Background: an optimization exercise with open tools, aiming at small area and a short achievable clock period. Do not read the settings as production practice.
In this exercise RTL edits were held to simulation tests only and were not proved equivalent to the original.
No activity file was given, so power comes from the tool's default toggle rates.

== job 7477 ==
==> flow/design.v (excerpt) <==
module cpu(input clk, reset, interrupt,
           input [7:0] datamem_data, usermem_data_in,
           output [7:0] datamem_address, usermem_address, usermem_data_out,
           output rw,
           output [7:0] v1, v2);
    wire [1:0] rsel1, rsel2, wsel;
    wire [7:0] pc_jumpaddr, wdata, read1, read2, alu_out;
    wire we, pc_jump, pc_freeze;
    pc pc0(clk, reset, pc_jump, pc_freeze, pc_jumpaddr, datamem_address);
    regfile reg0(clk, reset, we, wsel, rsel1, rsel2, wdata, read1, read2, v1, v2);
    alu alu0(read1, read2, datamem_data[6:4], alu_out);
    control cntrl0(clk, reset, interrupt, datamem_data, datamem_address, usermem_data_in,
                   read1, read2, alu_out, rsel1, rsel2, wsel, we, wdata,
                   usermem_address, usermem_data_out, pc_jumpaddr, rw, pc_jump, pc_freeze);
endmodule
Size: roughly 88 flip-flops.
clock: 8.5 ns
lec_check: 0
cap_margin: 20
core_margin: 2
core_utilization: 65
setup_slack_margin: 4.0
slew_margin: 20
run.sh (not shown) runs the stock make flow with config.mk's settings and CLKGATE_MAP_FILE= SYNTH_SCRIPT=/design/flow/synth_recipe.tcl, a recipe that flattens the netlist after the stock synthesis.
Modified inputs, job 642 compared to job 7477
Settings: an added ABC_AREA of 1.
Notes after the runs:
- Compared with job 7477, in job 642 global-route usage moved up, number of inserted diodes level, overall power after layout level, number of CTS-inserted buffers level.
- Of the two values seen for end point of the critical path, v2[5] was produced by job 7477 and reg0.r2[5] by job 642.
- Worst-path maximum fanout (job 642 over job 7477): decrease, 49
- Job 7477 has a lower clock latency on the worst-skew pair than job 642.
- Flip-flop and latch power of job 642 is on par with job 7477.
- Sort job 642 and job 7477 by fraction of synthesized area in multiplexers desc -> top: job 7477
- Relative to job 7477, the final net count measured on job 642 has increased by more than a quarter.
- | share of power burned in combinational logic | job 642 vs job 7477 | 2.1 points lower |
What job 4066 does differently from job 642 at the input level:
Settings: CORE_UTILIZATION now 40, was 65; SETUP_SLACK_MARGIN no longer set, was 4.0; ABC_AREA no longer set, was 1.
==> summary.txt <==
- Job 4066 ends up with a total routing usage reported by global routing that is 15 points lower than in job 642.
- Against job 642, internal power in job 4066 rose by more than 10%.
- Job 642 has a lower post-place instance area than job 4066.
- Job 4066 has wire length below what job 642 had.
- Sort job 4066 and job 642 by total of cells resized after clock tree synthesis asc -> top: job 4066
- Relative to job 642, multiplexer fraction of the synthesized cell area has increased by 12 points in job 4066.
Input changes introduced in job 5147 (baseline for comparison: job 4066):
Settings: SETUP_SLACK_MARGIN: unset -> 5.0.
--- outcome ---
Min smallest hold slack across job 5147 and job 4066: job 4066
Against job 4066, minimum setup slack after placement in job 5147 came out better.
Multi-input logic area (job 4066 / job 5147): 0.844
Job 5147 vs. job 4066: share of power burned in combinational logic now sits higher; power now sits higher.
From job 4066 to job 5147 the numbers moved as follows: number of ordinary and repair buffers in the finished layout climbed 67, multi-input combinational area share now sits lower.
Taking job 4066 as the reference, in job 5147 routed wire length grew by about 11%; utilization grew by 10 points.
Input-level comparison between job 1913 and job 5147:
Settings: SETUP_SLACK_MARGIN changed from 5.0 to 4.4.
Reported for job 1913 and job 5147, fraction of synthesized cell area in xor and xnor cells turned out identical to the last digit.
Part of the power in the clock network delta for job 1913 relative to job 5147: 0.8 points higher
Taking job 5147 as the reference point, the wire length of job 1913 falls by 6.3%.
Job 1913 against job 5147; net count reported at finish is down by a few percent.

---

## v36
cpu, a different RTL version from the one above (not shown whole).
For scale: ~640 cells after synthesis, about 60 I/O pins.
clock: 8.5 ns
lec_check: 0
cap_margin: 20
core_margin: 2
core_utilization: 65
cts_buf_list: sky130_fd_sc_hd__clkbuf_8
cts_cluster_size: 30
setup_slack_margin: 4.3
slew_margin: 20
standard.sh (not shown) runs the stock make flow with config.mk's settings and CLKGATE_MAP_FILE= SYNTH_SCRIPT=/design/flow/synth_recipe.tcl, a recipe that flattens the netlist after the stock synthesis.
==> flow/flow/run.sh <==
#!/bin/bash
# The standard layout (the standard.sh) with two changes: the port
# buffers are plain buf cells instead of the default delay-buffer cell, and
# Yosys does not map adders to the library's fixed half/full-adder cells
# (ABC maps that logic with the rest). Registers are untouched. ORFS writes
# each step's full log under orfs/logs; make's output goes to layout.log.
set -euo pipefail
bash standard.sh "ADDER_MAP_FILE=" "BUFFER_PORTS_ARGS=-buffer_cell sky130_fd_sc_hd__buf_2" finish > layout.log 2>&1
v36 reached the end of the flow, and the finished layout is clean on the timing, design-rule and antenna checks.
Relative to v36, the following input files were edited for v6:
# v36
export LEC_CHECK = 0
export CAP_MARGIN = 20
export CORE_MARGIN = 2
export CORE_UTILIZATION = 65
export CTS_BUF_LIST = sky130_fd_sc_hd__clkbuf_8
export CTS_CLUSTER_SIZE = 30
export SETUP_SLACK_MARGIN = 4.3
export SLEW_MARGIN = 20
create_clock -name core_clock -period 8.5 [get_ports {clk}]
# v6
export LEC_CHECK = 0
export CAP_MARGIN = 20
export CORE_MARGIN = 2
export CORE_UTILIZATION = 55
export CTS_BUF_LIST = sky130_fd_sc_hd__clkbuf_8
export CTS_CLUSTER_SIZE = 30
export PLACE_DENSITY = 0.8
export SETUP_SLACK_MARGIN = 4.3
export SLEW_MARGIN = 20
create_clock -name core_clock -period 8.5 [get_ports {clk}]
==> flow/flow/run.sh <==
#!/bin/bash
set -euo pipefail
W=$(pwd)
cat > "$W/flow_synth.tcl" <<EOT
proc abc {args} {
  set i [lsearch -exact \$args -script]
  if {\$i >= 0} { set args [lreplace \$args \$i [expr {\$i + 1}] -script $W/flow/abc.script] }
  puts "flow: abc \$args"
  yosys abc {*}\$args
}
source $W/synth_recipe.tcl
EOT
bash standard.sh "SYNTH_SCRIPT=$W/flow_synth.tcl" "ADDER_MAP_FILE=" \
  "BUFFER_PORTS_ARGS=-buffer_cell sky130_fd_sc_hd__buf_2" finish > layout.log 2>&1
==> flow/flow/abc.script (new file) <==
strash
dch
map -D 2000
topo
buffer -p
upsize -D 2000
dnsize -D 2000
stime -p
==> comparison <==
- Changes observed in v6 relative to v36: flop-to-flop setup slack grew by 0.12 ns, total via count in the routed design increased by 488 relative to the old numbers, post-synthesis sequential area ratio now sits higher, final core utilization lower.
Input changes introduced in v35 (baseline for comparison: v6):
# v6
export LEC_CHECK = 0
export CAP_MARGIN = 20
export CORE_MARGIN = 2
export CORE_UTILIZATION = 55
export CTS_BUF_LIST = sky130_fd_sc_hd__clkbuf_8
export CTS_CLUSTER_SIZE = 30
export PLACE_DENSITY = 0.8
export SETUP_SLACK_MARGIN = 4.3
export SLEW_MARGIN = 20
create_clock -name core_clock -period 8.5 [get_ports {clk}]
# v35
export LEC_CHECK = 0
export CAP_MARGIN = 20
export CORE_MARGIN = 2
export CORE_UTILIZATION = 65
export CTS_BUF_LIST = sky130_fd_sc_hd__clkbuf_4 sky130_fd_sc_hd__clkbuf_8
export CTS_CLUSTER_SIZE = 30
export PLACE_DENSITY = 0.8
export SETUP_SLACK_MARGIN = 4.4
export SLEW_MARGIN = 20
create_clock -name core_clock -period 8.5 [get_ports {clk}]
==> flow/flow/run.sh <==
#!/bin/bash
# The standard layout (the standard.sh) with two changes: the port
# buffers are plain buf cells instead of the default delay-buffer cell, and
# Yosys does not map adders to the library's fixed half/full-adder cells
# (ABC maps that logic with the rest). Registers are untouched. ORFS writes
# each step's full log under orfs/logs; make's output goes to layout.log.
set -euo pipefail
bash standard.sh "ADDER_MAP_FILE=" "BUFFER_PORTS_ARGS=-buffer_cell sky130_fd_sc_hd__buf_2" finish > layout.log 2>&1
removed: flow/flow/abc.script
v35: PASS, flow complete, no timing, DRC or antenna violations. Setup slack ended up 0.10 ns higher on v35 than on v6. Post-synthesis simple-gate area fraction in v35 is 0.84 points higher than in v6. Going from v6 to v35, the count of buffers not belonging to the clock network in the layout was found to have gone down by 18. v35 vs v6, total of cells resized after clock tree synthesis went down by 9.
What v53 does differently from v35 at the input level:
# v35
export LEC_CHECK = 0
export CAP_MARGIN = 20
export CORE_MARGIN = 2
export CORE_UTILIZATION = 65
export CTS_BUF_LIST = sky130_fd_sc_hd__clkbuf_4 sky130_fd_sc_hd__clkbuf_8
export CTS_CLUSTER_SIZE = 30
export PLACE_DENSITY = 0.8
export SETUP_SLACK_MARGIN = 4.4
export SLEW_MARGIN = 20
create_clock -name core_clock -period 8.5 [get_ports {clk}]
# v53
export LEC_CHECK = 0
export CAP_MARGIN = 20
export CORE_MARGIN = 2
export CORE_UTILIZATION = 40
export CTS_BUF_LIST = sky130_fd_sc_hd__clkbuf_8
export SETUP_SLACK_MARGIN = 4.0
export SLEW_MARGIN = 20
create_clock -name core_clock -period 8.5 [get_ports {clk}]
Results
The flow did not stop early for v53: all stages ran, and the layout cleared the timing, design-rule and antenna checks. Compared v53 vs v35, and total global routing track utilization is down in v53. Cmp v53 vs v35: count of clock buffers in the final design higher in v53. Diff v53..v35 | simple-gate share of the synthesized area | unchanged. v35 has higher combinational power than v53. A worst setup path startpoint of datamem_data[0] is what v53 shows, while datamem_data[2] belongs to v35. v53 ends up with higher sequential cell area share than v35 does.

[static timing again, ports no longer ideal]
The results above use ideal ports. As a check the final layouts listed here were re-extracted and re-timed, cells and wires unchanged. Step 1, drivers: a clkbuf_16 drives clk and a buf_2 each remaining input, both assumed. Step 2 adds t to the input delays and takes it off the output delays; t is the mean of the earliest and latest rising clock arrival at the registers after step 1. Input paths then give back, and output paths get back, about the clock's delay inside the block. a / b / c = no drivers / after step 1 / after step 2; a / b = the first two.
| run | t (ns) | setup WS [ns] | worst register clock-pin slew, ns |
|---|---|---|---|
| job 7477 | 0.396 | 4.020 / 4.001 / 3.738 | 0.10 / 0.10 |
| job 642 | 0.417 | 4.079 / 4.072 / 3.655 | 0.10 / 0.10 |
| job 4066 | 0.393 | 2.820 / 2.842 / 2.450 | 0.07 / 0.07 |
| job 5147 | 0.389 | 4.482 / 4.342 / 3.953 | 0.07 / 0.07 |
| job 1913 | 0.387 | 4.330 / 4.277 / 3.890 | 0.07 / 0.07 |
| v36 | 0.389 | 4.304 / 4.297 / 3.908 | 0.11 / 0.11 |
| v6 | 0.427 | 4.304 / 4.301 / 3.874 | 0.11 / 0.11 |
| v35 | 0.403 | 4.409 / 4.355 / 3.951 | 0.10 / 0.10 |
| v53 | 0.414 | 4.066 / 4.080 / 3.666 | 0.09 / 0.09 |
After both steps setup and hold are still met in every run listed. For job 5147, which loses most, drivers alone change the setup slack by -0.140 ns; drivers and shift together by -0.529 ns.
